This design comes from an exercise in tuning for small area on the open sky130 flow, not from production work.
Function was checked by simulation only, so behaviour that the tests miss may differ from the original.
The flow treats the clock pin as an ideal source. Dropping or thinning the clock tree relies on that and would not hold on a real chip.
No activity file was given, so power comes from the tool's default toggle rates.

==> flow/design.v (excerpt) <==
module design3(clk, rst, fill, consume, error, height);
input clk, rst, fill, consume;
output error;
output [7:0] height;
reg [6:0] s;
wire [6:0] ns;
wire new_n26, new_n27, new_n28, new_n29, new_n30, new_n31, new_n32, new_n33, new_n34, new_n35, new_n36, new_n37, new_n38, new_n39, new_n40, new_n41, new_n42, new_n43, new_n44, new_n45, new_n46, new_n47, new_n48, new_n49, new_n50, new_n51, new_n52, new_n53, new_n54, new_n55, new_n56, new_n57, new_n58, new_n59, new_n60, new_n61, new_n62, new_n63, new_n66, new_n67, new_n69, new_n70, new_n71, new_n72, new_n73, new_n74, new_n76, new_n77, new_n78, new_n79, new_n80, new_n81, new_n82, new_n83, new_n84, new_n85, new_n86, new_n87, new_n88, new_n90, new_n92, new_n93, new_n94, new_n95, new_n96, new_n98, new_n99, new_n100, new_n102, new_n103, new_n104, new_n106, new_n108, new_n110, new_n111, new_n112, new_n113, new_n115;
  g_clkinv u0 (.A(s[5]), .Y(new_n26));
  g_clkinv u1 (.A(s[2]), .Y(new_n27));
  g_clkinv u2 (.A(s[3]), .Y(new_n28));
  g_clkinv u3 (.A(s[4]), .Y(new_n29));
  g_nor2 u4 (.A(new_n28), .B(new_n29), .Y(new_n30));
  g_clkinv u5 (.A(new_n30), .Y(new_n31));
  g_nor2 u6 (.A(new_n27), .B(new_n31), .Y(new_n32));
  g_clkinv u7 (.A(new_n32), .Y(new_n33));
  g_nor2 u8 (.A(new_n26), .B(new_n33), .Y(new_n34));
  g_clkinv u9 (.A(new_n34), .Y(new_n35));
  g_nor2 u10 (.A(s[3]), .B(s[4]), .Y(new_n36));
  g_nor3 u11 (.A(s[1]), .B(s[2]), .C(s[4]), .Y(new_n37));
  ...
Size: about 100 cells after synthesis, ~13 I/O pins, ~700 sq um of cells after synthesis.
make LEC_CHECK=0 CAP_MARGIN=20 CORE_AREA='2.5 2.5 62.5 62.5' CTS_BUF_LIST=sky130_fd_sc_hd__clkbuf_4 CTS_CLUSTER_SIZE=30 DIE_AREA='0 0 65 65' SLEW_MARGIN=20 SYNTH_HIERARCHICAL=1 SYNTH_MINIMUM_KEEP_SIZE=0 finish   # period 8.0 ns
run.sh (not shown) runs the stock make flow with config.mk's settings and CLKGATE_MAP_FILE= SYNTH_SCRIPT=/design/flow/synth_recipe.tcl, a recipe that flattens the netlist after the stock synthesis.
==> next run, changes <==
CORE_AREA = unset   (was 2.5 2.5 62.5 62.5)
CORE_MARGIN = 2   (was unset)
CORE_UTILIZATION = 40   (was unset)
DIE_AREA = unset   (was 0 0 65 65)
Clock power barely changes.
Register-to-register slack is about the same.
Via count shrinks by 0.57%.
Hold slack improved by 13 ps.
Sequential power is about the same.
Sequential cell count is unchanged.
Setup slack got worse by 20 ps.
==> next run, changes <==
==> flow/flow/run.sh (new file) <==
#!/bin/bash
# Own layout flow: the standard synthesis and layout steps, with
#  - port buffers of the smallest buffer cell (every port still gets one),
#  - combinational cells swapped to their smallest drive strength after the resizer,
#  - a minimal clock tree (no dummy load cells).
# Each tool's output goes to a log file in the work folder.
set -uo pipefail
W=$PWD
export BUFFER_PORTS_ARGS="-buffer_cell sky130_fd_sc_hd__buf_1"
export POST_RESIZE_TCL=$W/flow/downsize.tcl
export CTS_ARGS="-sink_clustering_enable -repair_clock_nets -dont_use_dummy_load -sink_clustering_size 30 -buf_list sky130_fd_sc_hd__clkbuf_4 -root_buf sky130_fd_sc_hd__clkbuf_4"
bash standard.sh synth > $W/synth.log 2>&1 || { tail -50 $W/synth.log; exit 1; }
bash standard.sh > $W/layout.log 2>&1 || { tail -50 $W/layout.log; exit 1; }
==> flow/flow/downsize.tcl (new file) <==
# Swap each combinational cell to the smallest-area cell of the same family
# (same function and pins, e.g. a21oi_2 -> a21oi_1). Registers, clock cells,
# port buffers and tie cells are left as they are.
set lib_cells {}
foreach lc [get_lib_cells */*] { lappend lib_cells [get_name $lc] }
proc family { name } {
  if { [regexp {^(sky130_fd_sc_hd__[a-z0-9]+)_([0-9]+)$} $name -> base drive] } { return $base }
  return ""
}
array set best {}
foreach lc [get_lib_cells */*] {
  set n [get_name $lc]
  if { [regexp {lpflow|probe} $n] } { continue }
  set fam [family $n]
  if { $fam == "" } { continue }
  set a [get_property $lc area]
  if { ![info exists best($fam)] || $a < [lindex $best($fam) 1] } { set best($fam) [list $n $a] }
}
set count 0
foreach inst [[ord::get_db_block] getInsts] {
  set m [[$inst getMaster] getName]
  if { ![regexp {^sky130_fd_sc_hd__(a|o|nand|nor|inv|and|or|xor|xnor|mux|maj|clkinv)} $m] } { continue }
  if { [regexp {^sky130_fd_sc_hd__(dfx|dfr|clkbuf|buf|conb)} $m] } { continue }
  set fam [family $m]
  if { $fam == "" || ![info exists best($fam)] } { continue }
  set to [lindex $best($fam) 0]
  if { $to != $m } {
    replace_cell [$inst getName] $to
    incr count
  }
}
puts "downsize: swapped $count cells"
==> flow/standard.sh (new file) <==
#!/bin/bash
# synth_recipe.tcl (not shown) runs the flow's synth.tcl, then flattens the netlist and writes it again
# the make line also repeats each setting of config.mk as NAME=value (left out here)
make -C /OpenROAD-flow-scripts/flow DESIGN_CONFIG=/design/flow/config.mk WORK_HOME=/design/flow/orfs CLKGATE_MAP_FILE= SYNTH_SCRIPT=/design/flow/synth_recipe.tcl "${@:-finish}"
CORE_AREA = 2.5 2.5 62.5 62.5   (was unset)
CORE_MARGIN = unset   (was 2)
CORE_UTILIZATION = unset   (was 40)
CTS_BUF_LIST = unset   (was sky130_fd_sc_hd__clkbuf_4)
CTS_CLUSTER_SIZE = unset   (was 30)
DIE_AREA = 0 0 65 65   (was unset)
removed: flow/run.sh
Die area went up by 100%.
Via count went down by 2.0%.
Clock power goes down by 18%.
Total power went down by 26%.
Critical path depth is unchanged.
Synthesized area is unchanged.
First-iteration DRC count is unchanged.
Synthesized cell count does not change.
Hold slack degrades by 13 ps.
Wire length is lower by 4.2%.
==> next run, changes <==
--- a/flow/flow/run.sh
+++ b/flow/flow/run.sh
@@ -3,5 +3,6 @@
 #  - port buffers of the smallest buffer cell (every port still gets one),
 #  - combinational cells swapped to their smallest drive strength after the resizer,
-#  - a minimal clock tree (no dummy load cells).
+#  - a clock tree of one buffer: after CTS the leaf buffers are removed and the
+#    root buffer drives every register clock pin directly (no skew).
 # Each tool's output goes to a log file in the work folder.
 set -uo pipefail
@@ -9,4 +10,6 @@
 export BUFFER_PORTS_ARGS="-buffer_cell sky130_fd_sc_hd__buf_1"
 export POST_RESIZE_TCL=$W/flow/downsize.tcl
+export POST_CTS_TCL=$W/flow/oneclkbuf.tcl
+export ONE_CLKBUF_CELL=sky130_fd_sc_hd__clkbuf_4
 export CTS_ARGS="-sink_clustering_enable -repair_clock_nets -dont_use_dummy_load -sink_clustering_size 30 -buf_list sky130_fd_sc_hd__clkbuf_4 -root_buf sky130_fd_sc_hd__clkbuf_4"
 bash standard.sh synth > $W/synth.log 2>&1 || { tail -50 $W/synth.log; exit 1; }
==> flow/flow/oneclkbuf.tcl (new file) <==
# After CTS: collapse the clock tree to a single buffer. The clock port drives one
# buffer whose output drives every register's clock pin directly (no skew).
set block [ord::get_db_block]
set clkport_net ""
foreach bt [$block getBTerms] {
  if { [$bt getName] == "clk" } { set clkport_net [$bt getNet] }
}
set root ""
foreach it [$clkport_net getITerms] {
  if { [$it isInputSignal] } { set root [$it getInst] }
}
set rootout ""
foreach it [$root getITerms] { if { [$it isOutputSignal] } { set rootout [$it getNet] } }
set leaves {}
foreach it [$rootout getITerms] {
  set inst [$it getInst]
  if { [$it isInputSignal] && [string match "*clkbuf*" [[$inst getMaster] getName]] } { lappend leaves $inst }
}
foreach leaf $leaves {
  set lout ""
  foreach it [$leaf getITerms] { if { [$it isOutputSignal] } { set lout [$it getNet] } }
  foreach it [$lout getITerms] {
    if { [$it isInputSignal] } {
      $it disconnect
      $it connect $rootout
    }
  }
  odb::dbInst_destroy $leaf
  odb::dbNet_destroy $lout
}
replace_cell [$root getName] $::env(ONE_CLKBUF_CELL)
puts "oneclkbuf: removed [llength $leaves] leaf buffers, root [$root getName] is $::env(ONE_CLKBUF_CELL)"
Effect:
- The changed run completed without violations
- final cell count drops slightly
- design area went down by a few percent
- register-to-register slack stays flat
- non-clock buffer count is unchanged
- clock skew falls by 9.0 ps

afterwards: timing with drivers on the ports:
How much do the figures lean on ideal ports? The routed layouts below were timed once more, with nothing changed but the port constraints. Step 1 (the two cells are an assumption about what drives the block):
set clk [get_ports {clk}]
set_driving_cell -lib_cell sky130_fd_sc_hd__clkbuf_16 $clk
set_driving_cell -lib_cell sky130_fd_sc_hd__buf_2 [delete_from_list [all_inputs] $clk]
Step 2 adds t to the input delays and takes it off the output delays; t is the mean of the earliest and latest rising clock arrival at the registers after step 1. Input paths then give back, and output paths get back, about the clock's delay inside the block. a / b / c = no drivers / after step 1 / after step 2; a / b = the first two.
| run | t, ns | setup slack, ns | hold slack, ns | clock arrival spread, ns |
|---|---|---|---|---|
| the first run | 0.261 | 3.151 / 3.133 / 3.394 | 0.532 / 0.532 / 0.532 | 0.000 / 0.000 |
| the second run | 0.260 | 3.131 / 3.114 / 3.374 | 0.545 / 0.545 / 0.545 | 0.003 / 0.003 |
| the third run | 0.256 | 3.548 / 3.532 / 3.788 | 0.532 / 0.532 / 0.532 | 0.009 / 0.010 |
| the fourth run | 0.157 | 3.631 / 3.615 / 3.771 | 0.537 / 0.537 / 0.537 | 0.000 / 0.001 |
After both steps setup and hold are still met in every run listed.
